This is an optimization exercise on Yosys and OpenROAD, whose aim is small area, not a production implementation. The RTL was checked by simulation tests, not by an equivalence proof against the original design. No activity file was given, so power comes from the tool's default toggle rates.

== run 1 ==
// sobel_window
module sobel_window (
  input  wire        clk,
  input  wire        n_rst,
  input  wire        start_shift,
  input  wire        start_read,
  input  wire [1:0]  shift_direc,
  input  wire [7:0]  data_r,
  input  wire [3:0]  count,
  input  wire        start_calculations,
  input  wire        start_t_grad,
  output wire [3:0]  count_o,
  output wire        read_done,
  output wire        shift_done,
  output wire [71:0] window,
  output wire        h_done,
  output wire        v_done,
  output wire [7:0]  g
);
Size: about 110 I/O pins, ~0.0055 mm² of cells after synthesis.
==> flow/config.mk <==
export PLATFORM = sky130hd
export DESIGN_NAME = sobel_window
export DESIGN_NICKNAME = sobel_window
export VERILOG_FILES = /design/flow/design.v
export SDC_FILE = /design/flow/constraint.sdc
export NUM_CORES = 4
export LEC_CHECK = 0
export CAP_MARGIN = 20
export CORE_MARGIN = 2
export CORE_UTILIZATION = 50
export SLEW_MARGIN = 20
export SYNTH_HIERARCHICAL = 1
export SYNTH_MINIMUM_KEEP_SIZE = 0
==> flow/constraint.sdc <==
create_clock -name core_clock -period 12.0 [get_ports {clk}]
set_input_delay 2.4000 -clock core_clock [delete_from_list [all_inputs] [get_ports {clk}]]
set_output_delay 2.4000 -clock core_clock [all_outputs]
set_load 0.01 [all_outputs]
standard.sh (not shown) runs the stock make flow with config.mk's settings and CLKGATE_MAP_FILE= SYNTH_SCRIPT=/design/flow/synth_recipe.tcl, a recipe that flattens the netlist after the stock synthesis.
==> flow/flow/run.sh <==
#!/bin/bash
# Own layout flow: the standard layout (standard.sh) with three changes,
# made on a private copy of the ORFS scripts:
#  - Yosys's ABC mapping script drops its buffering and gate up/down-sizing
#    passes (buffer -c, upsize -c, dnsize -c), so gates stay minimum size;
#    timing repair in OpenROAD still sizes what the clock period needs.
#  - port buffers are buf_1 cells instead of the default delay buffer;
#  - clock tree synthesis uses clkbuf_8 cells and no dummy loads.
# Each tool's full output stays in the ORFS log folder (orfs/logs/...);
# make's own output goes to flow_make.log here.
set -uo pipefail
W=$PWD
rm -rf "$W/scripts_local"
cp -r "$FLOW_HOME/scripts" "$W/scripts_local"
sed -i -e '/^buffer -c$/d' -e '/^upsize -c$/d' -e '/^dnsize -c$/d' "$W/scripts_local/abc_speed.script"
bash standard.sh \
  "SCRIPTS_DIR=$W/scripts_local" \
  "BUFFER_PORTS_ARGS=-buffer_cell sky130_fd_sc_hd__buf_1" \
  "CTS_ARGS=-sink_clustering_enable -repair_clock_nets -buf_list sky130_fd_sc_hd__clkbuf_8 -dont_use_dummy_load" \
  finish > "$W/flow_make.log" 2>&1
rc=$?
tail -40 "$W/flow_make.log"
exit $rc
> inputs changed (run 1 -> run 2)
--- a/flow/flow/run.sh
+++ b/flow/flow/run.sh
@@ -5,2 +5,4 @@
-#    passes (buffer -c, upsize -c, dnsize -c), so gates stay minimum size;
-#    timing repair in OpenROAD still sizes what the clock period needs.
+#    passes (buffer -c, upsize -c, dnsize -c), so gates stay minimum size,
+#    and its mapper (&nf) may relax delay for area (-R 1000) and permute
+#    pins (-p); timing repair in OpenROAD still sizes what the clock period
+#    needs.
@@ -15 +17 @@
-sed -i -e '/^buffer -c$/d' -e '/^upsize -c$/d' -e '/^dnsize -c$/d' "$W/scripts_local/abc_speed.script"
+sed -i -e '/^buffer -c$/d' -e '/^upsize -c$/d' -e '/^dnsize -c$/d' -e 's/^&nf$/\&nf -R 1000 -p/' "$W/scripts_local/abc_speed.script"
==> results.txt <==
- Run 2: full flow OK, the timing, design-rule and antenna checks passed
- Between run 1 and run 2, the difference in footprint of the flip-flops and latches is negligible.
- Against run 1, area after synthesis in run 2 came out better.
- When run 2 is set beside run 1, its clock share of power turns out to be 1.4 points larger.
- Going from run 1 to run 2, number of placed cells counting well taps shrinks by 25.
- Count of clock-buffer cells in the layout came out exactly the same in run 1 and run 2.
- Count of fill cells added during filler insertion shrinks by a few percent when moving from run 1 to run 2.
- Run 2 vs run 1 on post-place setup slack: run 2 is the higher one.
Here is what was changed in the inputs of run 3 compared with run 2.
- swapping 50 for 65 in CORE_UTILIZATION
### Flow results
- Area growth from synthesis to layout in run 3 is 0.91 points below run 2.
- Clock group power delta (run 2 -> run 3): insignificant
- No stage failed in run 3, and the final checks on the layout all came back clean.
- Compared to run 2, run 3 reaches a lower achievable clock.

static timing again, ports no longer ideal:
Ports are ideal in the flow. The routed layouts listed here were re-timed in OpenROAD.
Step 1 assumes that a clkbuf_16 drives the clock port and a buf_2 every other input.
Step 2 times the ports against the registers' clock, not the clock port: input delays grow and output delays shrink by t, the midpoint of the rising clock arrivals with the driver on.
a / b / c = ideal ports / drivers / drivers and shift; a / b = the first two.
run | t, ns | setup WS [ns] | latest minus earliest clock arrival (ns) | worst data-port slew with drivers (ns)
run 1 | 0.385 | 0.705 / 0.670 / 1.054 | 0.015 / 0.015 | 0.03
run 2 | 0.377 | 1.166 / 1.131 / 1.508 | 0.014 / 0.014 | 0.03
run 3 | 0.362 | 1.050 / 1.020 / 1.382 | 0.036 / 0.036 | 0.03
After both steps every run listed still meets setup and hold.
